Source: an optimization exercise on an open RTL-to-GDS flow (aim: small area). Production flows keep margins and buffers that such runs may drop. Only simulation tests tie the RTL to the original design; equivalence was not proved. No activity file was given, so power comes from the tool's default toggle rates.

==> trial 1 <==
==> flow/design.v <==
package mips_pkg;
parameter ADDRESS_32_W = 32;
parameter DATA_32_W = ADDRESS_32_W;
parameter INSTR_32_W  = 32;
parameter REG_ADDR_W = 5;
parameter INSTR_OPCODE_W = 6;
parameter FUNCT3_W = 3;
parameter FUNCT7_W = 7;
parameter U_IMM_W = 25;
parameter PC_CNT_ADDR_WIDTH = 1024 ;
parameter PC_CNT_ADDR_SIZE = $clog2(PC_CNT_ADDR_WIDTH);
parameter GPIO_BYTE = 8;
parameter CLK_DIV_NAT = 4; 
parameter CLK_DIV = $clog2(CLK_DIV_NAT) ;  
parameter STACK_UPPER   = 32'h7fffeffc;
parameter TEXT_LOWER    = 32'h00400000;
parameter DATA_LOWER    = 32'h10010000;
parameter MMIO_LOWER    = 32'hffff0000;
typedef logic [REG_ADDR_W - 1:0] t_register_addr; 
typedef logic [ADDRESS_32_W - 1:0] t_pc_addr;
typedef struct packed {
    logic [6:0] funct7;
    logic [2:0] funct3;
    logic [6:0] opcode;
} t_current_operation;
parameter INST_OPCODE_MSB       = 6;
parameter INST_RD_LSB           = INST_OPCODE_MSB + 1;                   
parameter INST_RD_MSB           = INST_RD_LSB + REG_ADDR_W - 1;          
parameter INST_FUNCT3_LSB       = INST_RD_MSB + 1;                       
parameter INST_FUNCT3_MSB       = INST_FUNCT3_LSB + FUNCT3_W - 1;        
parameter INST_RS1_LSB          = INST_FUNCT3_MSB + 1;                   
parameter INST_RS1_MSB          = INST_RS1_LSB + REG_ADDR_W - 1;         
parameter INST_RS2_LSB          = INST_RS1_MSB + 1;                      
parameter INST_RS2_MSB          = INST_RS2_LSB + REG_ADDR_W - 1;         
parameter INST_FUNCT7_LSB       = INST_RS2_MSB + 1;                      
parameter INST_FUNCT7_MSB       = INST_FUNCT7_LSB + FUNCT7_W - 1;             
typedef enum logic [3:0] {
    ALU_ADD,     
    ALU_SUB,     
    ALU_SLL,     
    ALU_SLT,     
    ALU_ABS,     
    ALU_XOR,     
    ALU_SRL,     
    ALU_SRA,     
    ALU_OR,      
    ALU_AND      
} t_alu_opcode;
	parameter ZERO        = 6'b0;
	parameter ADD 		= 6'b100000;
	parameter AND 		= 6'b100100;
	parameter MULT        = 6'b011000;
	parameter MULTU       = 6'b011001;
	parameter OR          = 6'b100101;
	parameter SLT	        = 6'b101010;
	parameter SUB	        = 6'b100010;
	parameter XOR         = 6'b100110;
	parameter ADDI		= 6'b001000;
	parameter ADDIU		= 6'b001001;
	parameter BEQ 		= 6'b000100;
	parameter LW          = 6'b100011;
	parameter SW          = 6'b101011;
	parameter JUMP		= 6'b000010;
	parameter ABS         = 6'b100001;
typedef enum logic [INSTR_OPCODE_W-1:0] {
    NEM_ZERO        = 6'b0,
    NEM_ADD 		= 6'b100000,
    NEM_AND 		= 6'b100100,
    NEM_MULT        = 6'b011000,
    NEM_MULTU       = 6'b011001,
    NEM_OR          = 6'b100101,
    NEM_SLT	        = 6'b101010,
    NEM_SUB	        = 6'b100010,
    NEM_XOR         = 6'b100110,
    NEM_ADDI		= 6'b001000,
    NEM_ADDIU		= 6'b001001,
    NEM_BEQ 		= 6'b000100,
    NEM_LW          = 6'b100011,
    NEM_SW          = 6'b101011,
    NEM_JUMP		= 6'b000010,
    NEM_ABS         = 6'b100001
} t_instr_pnmen;
typedef enum {
    OP_ADD, 
    OP_SUB, 
    OP_XOR, 
    OP_OR, 
    OP_AND, 
    OP_SLL, 
    OP_SRL, 
    OP_SRA, 
    OP_SLT, 
    OP_SLTU,
    OP_ADDI, 
    OP_XORI, 
    OP_ORI, 
    OP_ANDI, 
    OP_SLLI, 
    OP_SRLI, 
    OP_SRAI, 
    OP_SLTI,
    OP_SLTIU, 
    OP_LB, 
    OP_LH, 
    OP_LW, 
    OP_LBU, 
    OP_LHU, 
    OP_JALR, 
    OP_ECALL, 
    OP_EBREAK,
    OP_SB, 
    OP_SH, 
    OP_SW,
    OP_BEQ, 
    OP_BNE, 
    OP_BLT, 
    OP_BGE, 
    OP_BLTU, 
    OP_BGEU,
    OP_JAL,
    OP_LUI, 
    OP_AUIPC,
    OP_NA
} t_instr_nmemonic;
typedef enum logic[REG_ADDR_W-1:0] { 
    ZZERO    = 5'd0,
    RA      = 5'd1,
    SP      = 5'd2,
    GP      = 5'd3,
    TP      = 5'd4,
    T0      = 5'd5,
    T1      = 5'd6,
    T2      = 5'd7,
    S0      = 5'd8,
    S1      = 5'd9,
    A0      = 5'd10,
    A1      = 5'd11,
    A2      = 5'd12,
    A3      = 5'd13,
    A4      = 5'd14,
    A5      = 5'd15,
    A6      = 5'd16,
    A7      = 5'd17,
    S2      = 5'd18,
    S3      = 5'd19,
    S4      = 5'd20,
    S5      = 5'd21,
    S6      = 5'd22,
    S7      = 5'd23,
    S8      = 5'd24,
    S9      = 5'd25,
    S10     = 5'd26,
    S11     = 5'd27,
    T3      = 5'd28,
    T4      = 5'd29,
    T5      = 5'd30,
    T6      = 5'd31
} t_instr_register;
parameter DATA_MAPPING_STACK_DIV = 32 / 2;
parameter MEM_MAP_STACK_UPPER_LIMIT = STACK_UPPER;                                      
parameter MEM_MAP_STACK_LOWER_LIMIT = MEM_MAP_STACK_UPPER_LIMIT - DATA_MAPPING_STACK_DIV;        
parameter MEM_MAP_DATA_LOWER_LIMIT = DATA_LOWER;
parameter MEM_MAP_DATA_UPPER_LIMIT = MEM_MAP_DATA_LOWER_LIMIT + DATA_MAPPING_STACK_DIV - 1;     
parameter MEM_MAP_TEXT_LOWER_LIMIT = TEXT_LOWER;
parameter MEM_MAP_TEXT_UPPER_LIMIT = MEM_MAP_TEXT_LOWER_LIMIT + 1024;
parameter MEM_MAP_MMIO_UPPER_LIMIT = MMIO_LOWER + 64;
parameter MEM_MAP_MMIO_LOWER_LIMIT = MMIO_LOWER;
endpackage
module MIPS_core (
	input clk,
	input rst,
	output logic [9:0] imem_addr,
	input  logic [31:0] imem_data,
	output logic wb_valid,
	output logic [4:0] wb_reg,
	output logic [31:0] wb_data,
	output logic st_valid,
	output logic [4:0] st_addr,
	output logic [31:0] st_data);
	logic [7:0] pc;
	logic [31:0][31:0] regs;
	logic [31:0][31:0] mem;
	logic [4:0] tr_idx;
	logic [31:0] tr_data;
	wire [31:0] ins = imem_data;
	wire [5:0] op = ins[31:26];
	wire [5:0] fn = ins[5:0];
	wire [4:0] rs = ins[25:21];
	wire [4:0] rt = ins[20:16];
	wire [4:0] rd = ins[15:11];
	wire rtype  = (op == 6'h00);
	wire f_add  = rtype & (fn == 6'h20);
	wire f_sub  = rtype & (fn == 6'h22);
	wire f_and  = rtype & (fn == 6'h24);
	wire f_or   = rtype & (fn == 6'h25);
	wire f_xor  = rtype & (fn == 6'h26);
	wire f_slt  = rtype & (fn == 6'h2a);
	wire o_addi = (op[5:1] == 5'b00100);
	wire o_abs  = (op == 6'h21);
	wire o_lw   = (op == 6'h23);
	wire o_sw   = (op == 6'h2b);
	wire o_beq  = (op == 6'h04);
	wire o_j    = (op == 6'h02);
	wire r_wr   = f_add | f_sub | f_and | f_or | f_xor | f_slt;
	wire we     = r_wr | o_addi | o_abs | o_lw;
	wire [4:0] widx = rtype ? rd : rt;
	wire [31:0] dec_rs = 32'b1 << rs;
	wire [31:0] dec_rt = 32'b1 << rt;
	logic [31:0] a, b;
	always_comb begin
		a = '0;
		b = '0;
		for (int k = 0; k < 32; k++) begin
			a = a | ({32{dec_rs[k]}} & regs[k]);
			b = b | ({32{dec_rt[k]}} & regs[k]);
		end
	end
	wire [6:0] maddr_full = a[6:0] + ins[6:0];
	wire [4:0] maddr = maddr_full[6:2];
	wire [31:0] dec_m = 32'b1 << maddr;
	logic [31:0] mrd;
	always_comb begin
		mrd = '0;
		for (int k = 0; k < 32; k++)
			mrd = mrd | ({32{dec_m[k]}} & mem[k]);
	end
	wire sub = f_sub | f_slt;
	wire [31:0] se = {{16{ins[15]}}, ins[15:0]};
	wire [31:0] bop = (o_addi | o_lw | o_sw) ? se : (o_abs ? {32{a[31]}} : b);
	wire [32:0] sum_c = {a, 1'b1} + {bop ^ {32{sub}}, sub};
	wire [31:0] sum = sum_c[32:1];
	wire lt = (a[31] ^ b[31]) ? a[31] : sum[31];
	wire eq = (a == b);
	wire nr = ~rst;
	wire s_sum  = nr & (f_add | f_sub | o_addi | (o_abs & ~a[31]));
	wire s_nsum = nr & o_abs & a[31];
	wire s_y    = nr & (f_and | f_or);
	wire s_x    = nr & (f_xor | f_or);
	wire s_slt  = nr & f_slt;
	wire s_lw   = nr & o_lw;
	wire s_sw   = nr & o_sw;
	wire [31:0] wbus = ({32{s_sum}} & sum) | ({32{s_nsum}} & ~sum)
	                 | ({32{s_y}} & (a & b)) | ({32{s_x}} & (a ^ b))
	                 | {31'b0, s_slt & lt}
	                 | ({32{s_lw}} & mrd) | ({32{s_sw}} & b);
	wire [31:0] dec_w = 32'b1 << widx;
	genvar k;
	generate
		for (k = 0; k < 32; k++) begin : g_words
			always_ff @(posedge clk)
				if (rst | (we & dec_w[k])) regs[k] <= wbus;
			always_ff @(posedge clk)
				if (rst | (o_sw & dec_m[k])) mem[k] <= wbus;
		end
	endgenerate
	wire [7:0] pc1 = pc + 8'd1;
	wire [7:0] pcb = pc1 + ins[7:0];
	always_ff @(posedge clk)
		if (rst) pc <= '0;
		else if (o_j) pc <= ins[7:0];
		else if (o_beq & eq) pc <= pcb;
		else pc <= pc1;
	assign imem_addr = {pc, 2'b00};
	always_ff @(posedge clk) begin
		wb_valid <= nr & we;
		st_valid <= nr & o_sw;
		tr_idx   <= rst ? 5'd0 : (o_sw ? maddr : widx);
		tr_data  <= wbus;
	end
	assign wb_reg  = tr_idx;
	assign st_addr = tr_idx;
	assign wb_data = tr_data;
	assign st_data = tr_data;
endmodule
==> flow/run.sh <==
#!/bin/bash
# synth_recipe.tcl (not shown) runs the flow's synth.tcl, then flattens the netlist and writes it again
# the make line also repeats each setting of config.mk as NAME=value (left out here)
make -C /OpenROAD-flow-scripts/flow DESIGN_CONFIG=/design/flow/config.mk WORK_HOME=/design/flow/orfs CLKGATE_MAP_FILE= SYNTH_SCRIPT=/design/flow/synth_recipe.tcl finish
==> flow/config.mk <==
export PLATFORM = sky130hd
export DESIGN_NAME = MIPS_core
export DESIGN_NICKNAME = MIPS_core
export VERILOG_FILES = /design/flow/design.v
export SDC_FILE = /design/flow/constraint.sdc
export NUM_CORES = 4
export LEC_CHECK = 0
export CAP_MARGIN = 20
export CORE_MARGIN = 2
export CORE_UTILIZATION = 40
export SLEW_MARGIN = 20
==> flow/constraint.sdc <==
create_clock -name core_clock -period 9.5 [get_ports {clk}]
set_input_delay 1.9000 -clock core_clock [delete_from_list [all_inputs] [get_ports {clk}]]
set_output_delay 1.9000 -clock core_clock [all_outputs]
set_load 0.01 [all_outputs]
==> trial 84: changes against trial 1 <==
==> flow/design.v, changed modules only <==
module MIPS_core (
	input clk,
	input rst,
	output logic [9:0] imem_addr,
	input  logic [31:0] imem_data,
	output logic wb_valid,
	output logic [4:0] wb_reg,
	output logic [31:0] wb_data,
	output logic st_valid,
	output logic [4:0] st_addr,
	output logic [31:0] st_data);
	logic [7:0] pc;
	logic [31:0][31:0] regs;
	logic [31:0][31:0] mem;
	logic [4:0] tr_idx;
	logic [31:0] tr_data;
	wire [31:0] ins = imem_data;
	wire [5:0] op = ins[31:26];
	wire [5:0] fn = ins[5:0];
	wire [4:0] rs = ins[25:21];
	wire [4:0] rt = ins[20:16];
	wire [4:0] rd = ins[15:11];
	wire rtype  = (op == 6'h00);
	wire f_add  = rtype & (fn == 6'h20);
	wire f_sub  = rtype & (fn == 6'h22);
	wire f_and  = rtype & (fn == 6'h24);
	wire f_or   = rtype & (fn == 6'h25);
	wire f_xor  = rtype & (fn == 6'h26);
	wire f_slt  = rtype & (fn == 6'h2a);
	wire o_addi = (op[5:1] == 5'b00100);
	wire o_abs  = (op == 6'h21);
	wire o_lw   = (op == 6'h23);
	wire o_sw   = (op == 6'h2b);
	wire o_beq  = (op == 6'h04);
	wire o_j    = (op == 6'h02);
	wire r_wr   = f_add | f_sub | f_and | f_or | f_xor | f_slt;
	wire we     = r_wr | o_addi | o_abs | o_lw;
	wire [4:0] widx = rtype ? rd : rt;
	wire [31:0] dec_tr = 32'b1 << tr_idx;
	wire [31:0] pend_r = {32{wb_valid}} & dec_tr;
	wire [31:0] pend_m = {32{st_valid}} & dec_tr;
	wire [31:0] dec_rs = 32'b1 << rs;
	wire [31:0] dec_rt = 32'b1 << rt;
	wire byp_a = wb_valid & (tr_idx == rs);
	wire byp_b = wb_valid & (tr_idx == rt);
	logic [31:0] a, b;
	rd_port rd_a (.sel({byp_a, dec_rs & ~pend_r}), .words({tr_data, regs}), .y(a));
	rd_port rd_b (.sel({byp_b, dec_rt & ~pend_r}), .words({tr_data, regs}), .y(b));
	wire [6:0] maddr_full = a[6:0] + ins[6:0];
	wire [4:0] maddr = maddr_full[6:2];
	wire [31:0] dec_m = 32'b1 << maddr;
	wire byp_m = st_valid & (tr_idx == maddr);
	logic [31:0] mrd;
	rd_port rd_m (.sel({byp_m, dec_m & ~pend_m}), .words({tr_data, mem}), .y(mrd));
	wire sub = f_sub | f_slt;
	wire [31:0] se = {{16{ins[15]}}, ins[15:0]};
	wire [31:0] bop = (o_addi | o_lw | o_sw) ? se : (o_abs ? {32{a[31]}} : b);
	wire [31:0] sum;
	add32 u_add (.a(a), .b(bop ^ {32{sub}}), .ci(sub), .s(sum));
	wire lt = (a[31] ^ b[31]) ? a[31] : sum[31];
	wire eq = (a == b);
	wire nr = ~rst;
	wire s_sum  = nr & (f_add | f_sub | o_addi | (o_abs & ~a[31]));
	wire s_nsum = nr & o_abs & a[31];
	wire s_y    = nr & (f_and | f_or);
	wire s_x    = nr & (f_xor | f_or);
	wire s_slt  = nr & f_slt;
	wire s_lw   = nr & o_lw;
	wire s_sw   = nr & o_sw;
	wire [31:0] res = ({32{s_sum}} & sum) | ({32{s_nsum}} & ~sum)
	                | ({32{s_y}} & (a & b)) | ({32{s_x}} & (a ^ b))
	                | {31'b0, s_slt & lt}
	                | ({32{s_lw}} & mrd) | ({32{s_sw}} & b);
	wire [31:0] wd = {32{nr}} & tr_data;
	genvar k;
	generate
		for (k = 0; k < 32; k++) begin : g_words
			always_ff @(posedge clk)
				if (rst | pend_r[k]) regs[k] <= wd;
			always_ff @(posedge clk)
				if (rst | pend_m[k]) mem[k] <= wd;
		end
	endgenerate
	wire [7:0] pc1 = pc + 8'd1;
	wire [7:0] pcb = pc1 + ins[7:0];
	always_ff @(posedge clk)
		if (rst) pc <= '0;
		else if (o_j) pc <= ins[7:0];
		else if (o_beq & eq) pc <= pcb;
		else pc <= pc1;
	assign imem_addr = {pc, 2'b00};
	always_ff @(posedge clk) begin
		wb_valid <= nr & we;
		st_valid <= nr & o_sw;
		tr_idx   <= rst ? 5'd0 : (o_sw ? maddr : widx);
		tr_data  <= res;
	end
	assign wb_reg  = tr_idx;
	assign st_addr = tr_idx;
	assign wb_data = tr_data;
	assign st_data = tr_data;
endmodule
module rd_port (
	input  logic [32:0] sel,
	input  logic [32:0][31:0] words,
	output logic [31:0] y);
	genvar i, j;
	generate
		for (i = 0; i < 32; i++) begin : g_bit
			logic [32:0] d;
			for (j = 0; j < 33; j++) begin : g_d
				assign d[j] = words[j][i];
			end
			rd_bit u (.s(sel), .d(d), .y(y[i]));
		end
	endgenerate
endmodule
module rd_bit (
	input  logic [32:0] s,
	input  logic [32:0] d,
	output logic y);
	logic [10:0] n;
	genvar i;
	generate
		for (i = 0; i < 11; i++) begin : g_aoi
			aoi222 u (.a0(d[3*i]), .b0(s[3*i]), .a1(d[3*i+1]), .b1(s[3*i+1]),
			          .a2(d[3*i+2]), .b2(s[3*i+2]), .y(n[i]));
		end
	endgenerate
	assign y = ~(&n[3:0]) | ~(&n[7:4]) | ~(&n[10:8]);
endmodule
module aoi222 (
	input  logic a0, b0, a1, b1, a2, b2,
	output logic y);
	assign y = ~((a0 & b0) | (a1 & b1) | (a2 & b2));
endmodule
module add32 (
	input  logic [31:0] a,
	input  logic [31:0] b,
	input  logic ci,
	output logic [31:0] s);
	wire [31:0] p = a ^ b;
	wire [31:0] g = a & b;
	wire [8:0] bc;
	wire [31:0] c;
	assign bc[0] = ci;
	genvar k;
	generate
		for (k = 0; k < 8; k++) begin : g_blk
			wire [3:0] pp = p[4*k+3:4*k];
			wire [3:0] gg = g[4*k+3:4*k];
			wire bg = gg[3] | (pp[3] & (gg[2] | (pp[2] & (gg[1] | (pp[1] & gg[0])))));
			wire bp = &pp;
			assign bc[k+1] = bg | (bp & bc[k]);
			assign c[4*k]   = bc[k];
			assign c[4*k+1] = gg[0] | (pp[0] & bc[k]);
			assign c[4*k+2] = gg[1] | (pp[1] & c[4*k+1]);
			assign c[4*k+3] = gg[2] | (pp[2] & c[4*k+2]);
		end
	endgenerate
	assign s = p ^ c;
endmodule
==> flow/flow/run.sh (new file) <==
#!/bin/bash
# Layout flow: the standard ORFS flow (standard.sh, with the standard
# synthesis) with two changes:
#  - every input and output port is buffered with buf_1 instead of the
#    default delay buffer;
#  - clock tree synthesis without dummy loads (30-sink clusters of at most
#    80 um, clkbuf_16 only, as in config.mk).
# make's full output goes to flow.log; ORFS writes each step's log under
# orfs/logs/.
set -euo pipefail
bash standard.sh \
  "BUFFER_PORTS_ARGS=-buffer_cell sky130_fd_sc_hd__buf_1" \
  "CTS_ARGS=-sink_clustering_enable -repair_clock_nets -sink_clustering_size 30 -sink_clustering_max_diameter 80 -buf_list sky130_fd_sc_hd__clkbuf_16 -dont_use_dummy_load" \
  finish > flow.log 2>&1
==> flow/standard.sh (new file) <==
#!/bin/bash
# synth_recipe.tcl (not shown) runs the flow's synth.tcl, then flattens the netlist and writes it again
# the make line also repeats each setting of config.mk as NAME=value (left out here)
make -C /OpenROAD-flow-scripts/flow DESIGN_CONFIG=/design/flow/config.mk WORK_HOME=/design/flow/orfs CLKGATE_MAP_FILE= SYNTH_SCRIPT=/design/flow/synth_recipe.tcl "${@:-finish}"
CORE_UTILIZATION = 55   (was 40)
CTS_BUF_LIST = sky130_fd_sc_hd__clkbuf_16   (was not set)
CTS_CLUSTER_DIAMETER = 80   (was not set)
CTS_CLUSTER_SIZE = 30   (was not set)
SYNTH_HIERARCHICAL = 1   (was not set)
SYNTH_MINIMUM_KEEP_SIZE = 0   (was not set)
removed: flow/run.sh
==> trial 88: changes against trial 1 <==
==> flow/design.v, changed modules only <==
module MIPS_core (
	input clk,
	input rst,
	output logic [9:0] imem_addr,
	input  logic [31:0] imem_data,
	output logic wb_valid,
	output logic [4:0] wb_reg,
	output logic [31:0] wb_data,
	output logic st_valid,
	output logic [4:0] st_addr,
	output logic [31:0] st_data);
	logic [7:0] pc;
	logic [31:0][31:0] regs;
	logic [31:0][31:0] mem;
	logic [4:0] tr_idx;
	logic [31:0] tr_data;
	wire [31:0] ins = imem_data;
	wire [5:0] op = ins[31:26];
	wire [5:0] fn = ins[5:0];
	wire [4:0] rs = ins[25:21];
	wire [4:0] rt = ins[20:16];
	wire [4:0] rd = ins[15:11];
	wire rtype  = (op == 6'h00);
	wire f_add  = rtype & (fn == 6'h20);
	wire f_sub  = rtype & (fn == 6'h22);
	wire f_and  = rtype & (fn == 6'h24);
	wire f_or   = rtype & (fn == 6'h25);
	wire f_xor  = rtype & (fn == 6'h26);
	wire f_slt  = rtype & (fn == 6'h2a);
	wire o_addi = (op[5:1] == 5'b00100);
	wire o_abs  = (op == 6'h21);
	wire o_lw   = (op == 6'h23);
	wire o_sw   = (op == 6'h2b);
	wire o_beq  = (op == 6'h04);
	wire o_j    = (op == 6'h02);
	wire r_wr   = f_add | f_sub | f_and | f_or | f_xor | f_slt;
	wire we     = r_wr | o_addi | o_abs | o_lw;
	wire [4:0] widx = rtype ? rd : rt;
	wire [31:0] dec_tr = 32'b1 << tr_idx;
	wire [31:0] pend_r = {32{wb_valid}} & dec_tr;
	wire [31:0] pend_m = {32{st_valid}} & dec_tr;
	wire [31:0] dec_rs = 32'b1 << rs;
	wire [31:0] dec_rt = 32'b1 << rt;
	wire byp_a = wb_valid & (tr_idx == rs);
	wire byp_b = wb_valid & (tr_idx == rt);
	logic [31:0] a, b;
	rd_port rd_a (.sel({byp_a, dec_rs & ~pend_r}), .words({tr_data, regs}), .y(a));
	rd_port rd_b (.sel({byp_b, dec_rt & ~pend_r}), .words({tr_data, regs}), .y(b));
	wire [6:0] maddr_full = a[6:0] + ins[6:0];
	wire [4:0] maddr = maddr_full[6:2];
	wire [31:0] dec_m = 32'b1 << maddr;
	wire byp_m = st_valid & (tr_idx == maddr);
	logic [31:0] mrd;
	rd_port rd_m (.sel({byp_m, dec_m & ~pend_m}), .words({tr_data, mem}), .y(mrd));
	wire sub = f_sub | f_slt;
	wire [31:0] se = {{16{ins[15]}}, ins[15:0]};
	wire [31:0] bop = (o_addi | o_lw | o_sw) ? se : (o_abs ? {32{a[31]}} : b);
	wire [31:0] sum, ap, ag;
	add32 u_add (.a(a), .b(bop ^ {32{sub}}), .ci(sub), .s(sum), .p(ap), .g(ag));
	wire lt = (a[31] ^ b[31]) ? a[31] : sum[31];
	wire eq = ~|ap;
	wire nr = ~rst;
	wire s_sum  = nr & (f_add | f_sub | o_addi | (o_abs & ~a[31]));
	wire s_nsum = nr & o_abs & a[31];
	wire s_y    = nr & (f_and | f_or);
	wire s_x    = nr & (f_xor | f_or);
	wire s_slt  = nr & f_slt;
	wire s_lw   = nr & o_lw;
	wire s_sw   = nr & o_sw;
	wire [31:0] res = ({32{s_sum}} & sum) | ({32{s_nsum}} & ~sum)
	                | ({32{s_y}} & ag) | ({32{s_x}} & ap)
	                | {31'b0, s_slt & lt}
	                | ({32{s_lw}} & mrd) | ({32{s_sw}} & b);
	wire [31:0] wd = {32{nr}} & tr_data;
	genvar k;
	generate
		for (k = 0; k < 32; k++) begin : g_words
			always_ff @(posedge clk)
				if (rst | pend_r[k]) regs[k] <= wd;
			always_ff @(posedge clk)
				if (rst | pend_m[k]) mem[k] <= wd;
		end
	endgenerate
	wire [7:0] pc1 = pc + 8'd1;
	wire [7:0] pcb = pc1 + ins[7:0];
	always_ff @(posedge clk)
		if (rst) pc <= '0;
		else if (o_j) pc <= ins[7:0];
		else if (o_beq & eq) pc <= pcb;
		else pc <= pc1;
	assign imem_addr = {pc, 2'b00};
	always_ff @(posedge clk) begin
		wb_valid <= nr & we;
		st_valid <= nr & o_sw;
		tr_idx   <= rst ? 5'd0 : (o_sw ? maddr : widx);
		tr_data  <= res;
	end
	assign wb_reg  = tr_idx;
	assign st_addr = tr_idx;
	assign wb_data = tr_data;
	assign st_data = tr_data;
endmodule
module rd_port (
	input  logic [32:0] sel,
	input  logic [32:0][31:0] words,
	output logic [31:0] y);
	genvar i, j;
	generate
		for (i = 0; i < 32; i++) begin : g_bit
			logic [32:0] d;
			for (j = 0; j < 33; j++) begin : g_d
				assign d[j] = words[j][i];
			end
			rd_bit u (.s(sel), .d(d), .y(y[i]));
		end
	endgenerate
endmodule
module rd_bit (
	input  logic [32:0] s,
	input  logic [32:0] d,
	output logic y);
	logic [10:0] n;
	genvar i;
	generate
		for (i = 0; i < 11; i++) begin : g_aoi
			aoi222 u (.a0(d[3*i]), .b0(s[3*i]), .a1(d[3*i+1]), .b1(s[3*i+1]),
			          .a2(d[3*i+2]), .b2(s[3*i+2]), .y(n[i]));
		end
	endgenerate
	assign y = ~(&n[3:0]) | ~(&n[7:4]) | ~(&n[10:8]);
endmodule
module aoi222 (
	input  logic a0, b0, a1, b1, a2, b2,
	output logic y);
	assign y = ~((a0 & b0) | (a1 & b1) | (a2 & b2));
endmodule
module add32 (
	input  logic [31:0] a,
	input  logic [31:0] b,
	input  logic ci,
	output logic [31:0] s,
	output logic [31:0] p,
	output logic [31:0] g);
	assign p = a ^ b;
	assign g = a & b;
	wire [8:0] bc;
	wire [31:0] c;
	assign bc[0] = ci;
	genvar k;
	generate
		for (k = 0; k < 8; k++) begin : g_blk
			wire [3:0] pp = p[4*k+3:4*k];
			wire [3:0] gg = g[4*k+3:4*k];
			wire bg = gg[3] | (pp[3] & (gg[2] | (pp[2] & (gg[1] | (pp[1] & gg[0])))));
			wire bp = &pp;
			assign bc[k+1] = bg | (bp & bc[k]);
			assign c[4*k]   = bc[k];
			assign c[4*k+1] = gg[0] | (pp[0] & bc[k]);
			assign c[4*k+2] = gg[1] | (pp[1] & c[4*k+1]);
			assign c[4*k+3] = gg[2] | (pp[2] & c[4*k+2]);
		end
	endgenerate
	assign s = p ^ c;
endmodule
==> flow/flow/run.sh (new file) <==
#!/bin/bash
# Layout flow: the standard ORFS flow (standard.sh, with the standard
# synthesis) with two changes:
#  - every input and output port is buffered with buf_1 instead of the
#    default delay buffer;
#  - clock tree synthesis without dummy loads, clkbuf_8 at the root and
#    inner tree levels (30-sink clusters of at most
#    80 um, clkbuf_16 only, as in config.mk).
# make's full output goes to flow.log; ORFS writes each step's log under
# orfs/logs/.
set -euo pipefail
bash standard.sh \
  "BUFFER_PORTS_ARGS=-buffer_cell sky130_fd_sc_hd__buf_1" \
  "CTS_ARGS=-sink_clustering_enable -repair_clock_nets -sink_clustering_size 30 -sink_clustering_max_diameter 80 -buf_list sky130_fd_sc_hd__clkbuf_16 -root_buf sky130_fd_sc_hd__clkbuf_8 -tree_buf sky130_fd_sc_hd__clkbuf_8 -dont_use_dummy_load" \
  finish > flow.log 2>&1
==> flow/standard.sh (new file) <==
#!/bin/bash
# synth_recipe.tcl (not shown) runs the flow's synth.tcl, then flattens the netlist and writes it again
# the make line also repeats each setting of config.mk as NAME=value (left out here)
make -C /OpenROAD-flow-scripts/flow DESIGN_CONFIG=/design/flow/config.mk WORK_HOME=/design/flow/orfs CLKGATE_MAP_FILE= SYNTH_SCRIPT=/design/flow/synth_recipe.tcl "${@:-finish}"
CORE_UTILIZATION = 55   (was 40)
CTS_BUF_LIST = sky130_fd_sc_hd__clkbuf_16   (was not set)
CTS_CLUSTER_DIAMETER = 80   (was not set)
CTS_CLUSTER_SIZE = 30   (was not set)
SYNTH_HIERARCHICAL = 1   (was not set)
SYNTH_MINIMUM_KEEP_SIZE = 0   (was not set)
removed: flow/run.sh
==> qor summary <==
Result of the run: trial 1 no timing/DRC/antenna violations; trial 88 no timing/DRC/antenna violations; trial 84 no timing/DRC/antenna violations
Via count of the first global-routing pass: trial 1 63843; trial 88 52866; trial 84 52769
Proportion of power drawn by flip-flops and latches: trial 1 0.475; trial 88 0.605; trial 84 0.604
Clock Pin Slew Worst Setup and Hold Paths: trial 1 60 ps; trial 88 90 ps; trial 84 80 ps
GRT Total Usage: trial 1 0.3696; trial 88 0.3992; trial 84 0.3959
Power Sequential: trial 1 12500 uW; trial 88 10700 uW; trial 84 10700 uW
Pleak: trial 1 0.03676 uW; trial 88 0.03039 uW; trial 84 0.03067 uW
Area fraction of clock buffers and clock inverters: trial 1 0.06839; trial 88 0.02792; trial 84 0.02792
Final Routed Wirelength: trial 1 423.1 mm; trial 88 310.2 mm; trial 84 309.2 mm
Fraction of the mapped netlist area in compound gates: trial 1 0.1619; trial 88 0.1484; trial 84 0.1485
Combinational cell power: trial 1 5280 uW; trial 88 2410 uW; trial 84 2400 uW
Met1 track demand over resource: trial 1 0.5085; trial 88 0.5252; trial 84 0.5357
Detailed-routed wire length on met2: trial 1 172.5 mm; trial 88 135.7 mm; trial 84 134.0 mm
Arrival time reported for the critical path endpoint: trial 1 9860 ps; trial 88 9960 ps; trial 84 9330 ps
NumNets Final: trial 1 6573; trial 88 5077; trial 84 5084
Number of antenna violations at the first check in global routing: trial 1 18; trial 88 45; trial 84 50
Master of the slowest instance on the critical path: trial 1 nor4_1; trial 88 nor4_2; trial 84 dfxtp_1
DIE AREA: trial 1 222600 sq um; trial 88 153500 sq um; trial 84 153700 sq um

[static timing again, ports no longer ideal]
Ports are ideal in the flow. The routed layouts listed here were re-timed in OpenROAD.
Step 1 assumes that a clkbuf_16 drives the clock port and a buf_2 every other input.
Step 2, shift: input delay + t, output delay - t, t = (earliest + latest rising clock arrival at the registers) / 2. This alone moves slack from input paths to output paths.
Three values: ideal ports, drivers, drivers and shift; two values: the first two.
run | t (ns) | slack for setup (ns) | slew at the worst register clock pin (ns)
trial 1 | 0.977 | 0.226 / 0.301 / -0.676 | 0.07 / 0.07
trial 84 | 0.829 | 0.826 / 0.826 / 0.159 | 0.12 / 0.12
trial 88 | 1.014 | 0.388 / 0.388 / 0.200 | 0.12 / 0.12
With both steps, setup timing fails in trial 1, where it was met with ideal ports. For trial 1, which loses most, drivers alone change the setup slack by +0.075 ns; drivers and shift together by -0.902 ns.
